Background: an optimization exercise with open tools, aiming at a short achievable clock period and few clock cycles. Do not read the settings as production practice. Only simulation tests tie the RTL to the original design; equivalence was not proved. Power and IR drop assume default switching activity.

===== run.sh =====
#!/bin/bash
# synth_recipe.tcl (not shown) runs the flow's synth.tcl, then flattens the netlist and writes it again
# the make line also repeats each setting of config.mk as NAME=value (left out here)
make -C /OpenROAD-flow-scripts/flow DESIGN_CONFIG=/design/flow/config.mk WORK_HOME=/design/flow/orfs CLKGATE_MAP_FILE= SYNTH_SCRIPT=/design/flow/synth_recipe.tcl finish

===== config.mk =====
export PLATFORM = sky130hd
export DESIGN_NAME = fp_add
export DESIGN_NICKNAME = fp_add
export VERILOG_FILES = /design/flow/design.v
export SDC_FILE = /design/flow/constraint.sdc
export NUM_CORES = 4
export LEC_CHECK = 0
export CAP_MARGIN = 20
export CORE_MARGIN = 2
export CORE_UTILIZATION = 40
export PLACE_DENSITY = 0.6
export SETUP_SLACK_MARGIN = 5
export SLEW_MARGIN = 20

===== constraint.sdc =====
create_clock -name core_clock -period 10.0 [get_ports {clk}]
set_input_delay 2.0000 -clock core_clock [delete_from_list [all_inputs] [get_ports {clk}]]
set_output_delay 2.0000 -clock core_clock [all_outputs]
set_load 0.01 [all_outputs]

===== design.v =====
module fp_add (
  input  logic        clk,
  input  logic        rst,
  input  logic        in_vld,
  input  logic [31:0] a,
  input  logic [31:0] b,
  output logic        sum_vld,
  output logic [31:0] sum
);
  function automatic logic [4:0] lzc24(input logic [23:0] x);
    logic [31:0] p;
    logic [15:0] c1, v1;
    logic [15:0] c2;
    logic [7:0]  v2;
    logic [11:0] c3;
    logic [3:0]  v3;
    logic [7:0]  c4;
    logic [1:0]  v4;
    p = {x, 8'h80};
    for (int i = 0; i < 16; i++) begin
      v1[i] = p[2*i+1] | p[2*i];
      c1[i] = ~p[2*i+1];
    end
    for (int i = 0; i < 8; i++) begin
      v2[i] = v1[2*i+1] | v1[2*i];
      c2[2*i +: 2] = v1[2*i+1] ? {1'b0, c1[2*i+1]} : {1'b1, c1[2*i]};
    end
    for (int i = 0; i < 4; i++) begin
      v3[i] = v2[2*i+1] | v2[2*i];
      c3[3*i +: 3] = v2[2*i+1] ? {1'b0, c2[2*(2*i+1) +: 2]} : {1'b1, c2[2*(2*i) +: 2]};
    end
    for (int i = 0; i < 2; i++) begin
      v4[i] = v3[2*i+1] | v3[2*i];
      c4[4*i +: 4] = v3[2*i+1] ? {1'b0, c3[3*(2*i+1) +: 3]} : {1'b1, c3[3*(2*i) +: 3]};
    end
    lzc24 = v4[1] ? {1'b0, c4[7:4]} : {1'b1, c4[3:0]};
  endfunction
  logic        sa, sb, eff_sub;
  logic [7:0]  ea, eb;
  logic [23:0] ma, mb;
  logic [8:0]  dab, dba;
  logic        a_ge;
  assign sa = a[31];
  assign sb = b[31];
  assign ea = a[30:23];
  assign eb = b[30:23];
  assign ma = {1'b1, a[22:0]};
  assign mb = {1'b1, b[22:0]};
  assign eff_sub = sa ^ sb;
  assign dab = {1'b0, ea} - {1'b0, eb};
  assign dba = {1'b0, eb} - {1'b0, ea};
  assign a_ge = ~dab[8];
  logic [23:0] b_sh, a_sh;
  assign b_sh = (dab[7:5] != 3'd0 || dab[4:3] == 2'b11) ? 24'd0 : (mb >> dab[4:0]);
  assign a_sh = (dba[7:5] != 3'd0 || dba[4:3] == 2'b11) ? 24'd0 : (ma >> dba[4:0]);
  logic        e_eq, a_p1, b_p1, close;
  logic [24:0] d_ab, d_ba;
  logic [23:0] d1a, d1b;
  logic [4:0]  lz_ab, lz_ba, lz_1a, lz_1b;
  assign e_eq = (ea == eb);
  assign a_p1 = (dab == 9'd1);
  assign b_p1 = (dba == 9'd1);
  assign close = eff_sub & (e_eq | a_p1 | b_p1);
  assign d_ab = {1'b0, ma} - {1'b0, mb};
  assign d_ba = {1'b0, mb} - {1'b0, ma};
  assign d1a  = ma - {1'b0, mb[23:1]};
  assign d1b  = mb - {1'b0, ma[23:1]};
  assign lz_ab = lzc24(d_ab[23:0]);
  assign lz_ba = lzc24(d_ba[23:0]);
  assign lz_1a = lzc24(d1a);
  assign lz_1b = lzc24(d1b);
  logic        vld_q, close_q, eff_sub_q, f_s_q, c_s_q, c_zero_q;
  logic [23:0] f_big_q, f_sml_q, c_u_q;
  logic [7:0]  f_e_q, f_ep_q, f_em_q, c_e_q;
  logic [4:0]  c_lz_q;
  always_ff @(posedge clk) begin
    vld_q     <= in_vld & ~rst;
    close_q   <= close;
    eff_sub_q <= eff_sub;
    f_big_q   <= a_ge ? ma : mb;
    f_sml_q   <= a_ge ? b_sh : a_sh;
    f_s_q     <= a_ge ? sa : sb;
    f_e_q     <= a_ge ? ea : eb;
    f_ep_q    <= a_ge ? ea + 8'd1 : eb + 8'd1;
    f_em_q    <= a_ge ? ea - 8'd1 : eb - 8'd1;
    if (a_p1) begin
      c_u_q <= d1a;  c_lz_q <= lz_1a; c_e_q <= ea; c_s_q <= sa; c_zero_q <= 1'b0;
    end else if (b_p1) begin
      c_u_q <= d1b;  c_lz_q <= lz_1b; c_e_q <= eb; c_s_q <= sb; c_zero_q <= 1'b0;
    end else if (!d_ab[24]) begin
      c_u_q <= d_ab[23:0]; c_lz_q <= lz_ab; c_e_q <= ea; c_s_q <= sa; c_zero_q <= (d_ab[23:0] == 24'd0);
    end else begin
      c_u_q <= d_ba[23:0]; c_lz_q <= lz_ba; c_e_q <= ea; c_s_q <= sb; c_zero_q <= 1'b0;
    end
  end
  assign sum_vld = vld_q;
  logic [24:0] f_add;
  logic [23:0] f_sub;
  logic [22:0] f_mant;
  logic [7:0]  f_exp;
  assign f_add = {1'b0, f_big_q} + {1'b0, f_sml_q};
  assign f_sub = f_big_q - f_sml_q;
  always_comb begin
    if (!eff_sub_q) begin
      if (f_add[24]) begin f_mant = f_add[23:1]; f_exp = f_ep_q; end
      else           begin f_mant = f_add[22:0]; f_exp = f_e_q;  end
    end else begin
      if (f_sub[23]) begin f_mant = f_sub[22:0];         f_exp = f_e_q;  end
      else           begin f_mant = {f_sub[21:0], 1'b0}; f_exp = f_em_q; end
    end
  end
  logic [23:0] c_n;
  logic [31:0] c_res, f_res;
  assign c_n   = c_u_q << c_lz_q;
  assign c_res = c_zero_q ? 32'd0 : {c_s_q, c_e_q - {3'd0, c_lz_q}, c_n[22:0]};
  assign f_res = {f_s_q, f_exp, f_mant};
  assign sum = close_q ? c_res : f_res;
endmodule

==> notes.md <==
-- cell families after synthesis --
kind of cell	synth area share, %
mux	9.54
simple gates	21.6
compound gates	29.8
fa+ha+maj	12.4
buf+inv	6.39
xor+xnor	7.51
flops	12.8
-- cell usage in the layout, fill, tap and decap left out, types with 16 or more instances in the layout --
cell	n
nand3_1	32
buf_6	19
nor2b_1	25
ha_2	18
buf_2	34
nand4_1	29
o21a_1	19
ha_1	95
nor3_1	51
xnor2_1	82
mux2i_1	101
o211ai_1	31
o21bai_1	27
nor2_1	184
ha_4	46
nand2b_1	39
clkdlybuf4s50_1	17
dfxtp_1	99
xor2_1	43
nand2_1	264
and2_1	17
o21ai_0	152
a21oi_1	163
o22ai_1	24
and3_1	19
mux4_2	18
inv_1	123
a21oi_2	36
o21ai_1	36
a31oi_1	21
a21o_1	41
buf_4	205
o21ai_2	16
a211oi_1	30
-- state kept, by name (all words and copies together), names as in the netlist --
name       flops
c_e_q          8
c_lz_q         5
c_s_q          1
c_u_q         23
c_zero_q       1
close_q        1
eff_sub_q      1
f_big_q       23
f_e_q          8
f_em_q         8
f_ep_q         7
f_s_q          1
f_sml_q       24
vld_q          1
-- worst max-delay path, delay by kind of cell (launching register included) --
kind | cells | cell delay, ns
flip-flops | 1 | 0.33
XOR/XNOR | 1 | 0.27
AND/OR/NAND/NOR | 3 | 0.79
buffers and inverters | 3 | 0.44
AO/OA/AOI/OAI | 7 | 1.36
adder cells (fa/ha/maj) | 1 | 0.23
-- layout make-up --
cell class | instances | area share (%)
multi-input combinational | 2068 | 70.9
timing repair buffer | 328 | 12.5
sequential | 112 | 9.58
tap | 585 | 3.10
inverter | 154 | 2.70
clock buffer | 9 | 0.953
clock inverter | 6 | 0.228
-- synth_stat cells (all sizes together) (44+ instances only) --
library cell  count
nand2b           44
xor2             53
nor3             58
inv             152
ha              159
o21ai           210
a21oi           208
nor2            196
dfxtp           112
clkbuf          103
nand2           277
mux2i           109
xnor2            97
-- stage by stage --
step	util (%)	power [mW]	std cells	setup slack (ns)	instance area [um2]
after CTS	51.2	3.01	3186	4.23	22100
after global placement	44.2	2.44	3034	2.90	19100
final	54.7	3.25	3262	4.22	23600
after detailed placement	44.2	2.45	3034	2.91	19100
after global routing	54.7	3.40	3262	4.07	23600
after floorplan	-	1.81	2468	4.96	17700
-- power by group --
group	internal (mW)	leakage, nW	switching (mW)	total, mW
clock	0.173	0.139	0.181	0.354
sequential	0.515	0.939	0.0514	0.566
combinational	0.927	8.55	1.41	2.33
-- routing by layer --
layer	track usage, %	wire (um)	vias up
met1	42.1	33300	9884
met4	22.4	6480	0
met5	0	0	-
li1	-	-	9397
met2	61.0	40000	1052
met3	3.16	4730	337
-- what timing repair did --
action	4_1_cts	5_1_grt
gates resized for setup	707	227
buffers inserted	128	71
pin swaps	120	107
setup endpoints to repair	107	79
gates cloned	9	5
-- worst max-delay path by stage --
stage	startpoint	endpoint	slack [ns]
3_3_place_gp	a[13]	c_u_q[16]	2.90
3_5_place_dp	a[13]	c_u_q[16]	2.91
4_1_cts	f_sml_q[9]	sum[17]	4.23
2_1_floorplan	f_sml_q[9]	sum[19]	4.96
6_report	f_sml_q[9]	sum[17]	4.22
5_1_grt	f_sml_q[9]	sum[17]	4.07
==> results.ini <==
[finish]
layout-area-overhead-vs-synth_pct=35.1
drive_above_1_share_pct=28.4
fillers=4146
multi_input_area_um2=16800
antenna_cells=0
fin_nets=2908
regArea_um2=2260

[die]
dieArea_um2=45400
rows=76
die_h_um=213
floorplan.initialDensity_pct=40.5
io_pins=100
dieWidth_um=213
coreArea_um2=43200

[drt]
vias_per_cell=6.34
drc=0
wirelength_mm=84.6
routedWlPerCell_um=25.9
firstDrtPassIters=9
drt_iter0_drc=2037
vias=20670
antenna_left=0

[cts]
h-tree-depth=3
clkSinkCount=112
path_clk_slew_ns=0.08
cts_buffer_depth=2
ctsHoldBuffers=0
cts_root_buf=clkbuf_16
cts_tree=yes
numCtsBuffers=9

[yosys]
yosysUniqueCellTypes=92
syn_inst=2468
ys_seq_area_share_pct=12.8
postSynthAreaPerCell_um2=7.09
yosys_most_used_dff=dfxtp_1
syn_area_um2=17500
synth-edff-count=0
synth.area.top_cells=dfxtp_1, ha_1, mux2i_1, a21oi_1, nand2_1
yosysTopAreaCellShare_pct=12.8
synth_top_area_cell=dfxtp_1
synth_fp_nets=2703
synth_warnings=1
ys_ff_latch=112
async_flop_share_pct=0

[sta]
finalSetupViolations=0
period_share_pct=57.8
drv_slew=0
hold_viol_final=0
worst_pin_slew_ns=1.20
whs_ns=1.94
max_freq_mhz=173
fin_tns_setup_ns=0
rsz0062_at_grt=true
fin_crit_ns=5.78
maxSlewHeadroom_pct=20.3

[job]
max-cap-violations=0

[critical_path]
critPathLaunchType=flop
crit_arrival_ns=3.78
cp_max_fo=3
crit_required_ns=8.00
endpoint_kind=primary output
crit_slowest_cell=or3_4
crit_path_max_incr_delay_ns=0.38
crit_type=flop to primary output
worstPathCellList=inv_2 > ha_4 > or3_4 > or3_4 > o31ai_4 > o41ai_4 > buf_4 > o31ai_4 > a21oi_1 > o21bai_1 > xor2_2 > nor3_4 > a311oi_2 > o21ai_1 > buf_2

[min_path]
hold_path_depth=3
whs_endpoint=c_e_q[0]
min_from=a[23]
worstHoldPathType=primary input to flop

[placement]
port_buffers=99
dp_hpwl_mm=63.1
place_congestion=1.08

[grt]
grt_max_degree=65
antenna_found_initial=0
grt_pass1_wl_mm=121
grt_overflow=0
grt_pass1_vias=19639
grt_usage_pct=35.3

[pwr]
vdd_drop_max_mv=0.0907
power_leakage_nw=9.63
power_density_nw_per_um2=138

[status]
status=complete, no violations

Testbench counts, summed over its fixed seeds: cycles 80,000.

afterwards: timing with drivers on the ports:
The results above use ideal ports. As a check the final layout listed here was re-extracted and re-timed, cells and wires unchanged. Step 1, drivers: a clkbuf_16 drives clk and a buf_2 each remaining input, both assumed. Step 2 adds t to the input delays and takes it off the output delays; t is the mean of the earliest and latest rising clock arrival at the registers after step 1. Input paths then give back, and output paths get back, about the clock's delay inside the block. Three values: no drivers, after step 1, after step 2; two values: the first two.
shift t [ns]: 0.410
slack for setup (ns): 4.221 / 4.171 / 4.364
hold slack, ns: 1.938 / 1.926 / 2.336
worst register clock-pin slew, ns: 0.09 / 0.09
cell pins on the clock port's net: 1
After both steps this run still meets setup and hold. For this run, drivers alone change the setup slack by -0.050 ns; drivers and shift together by +0.143 ns.
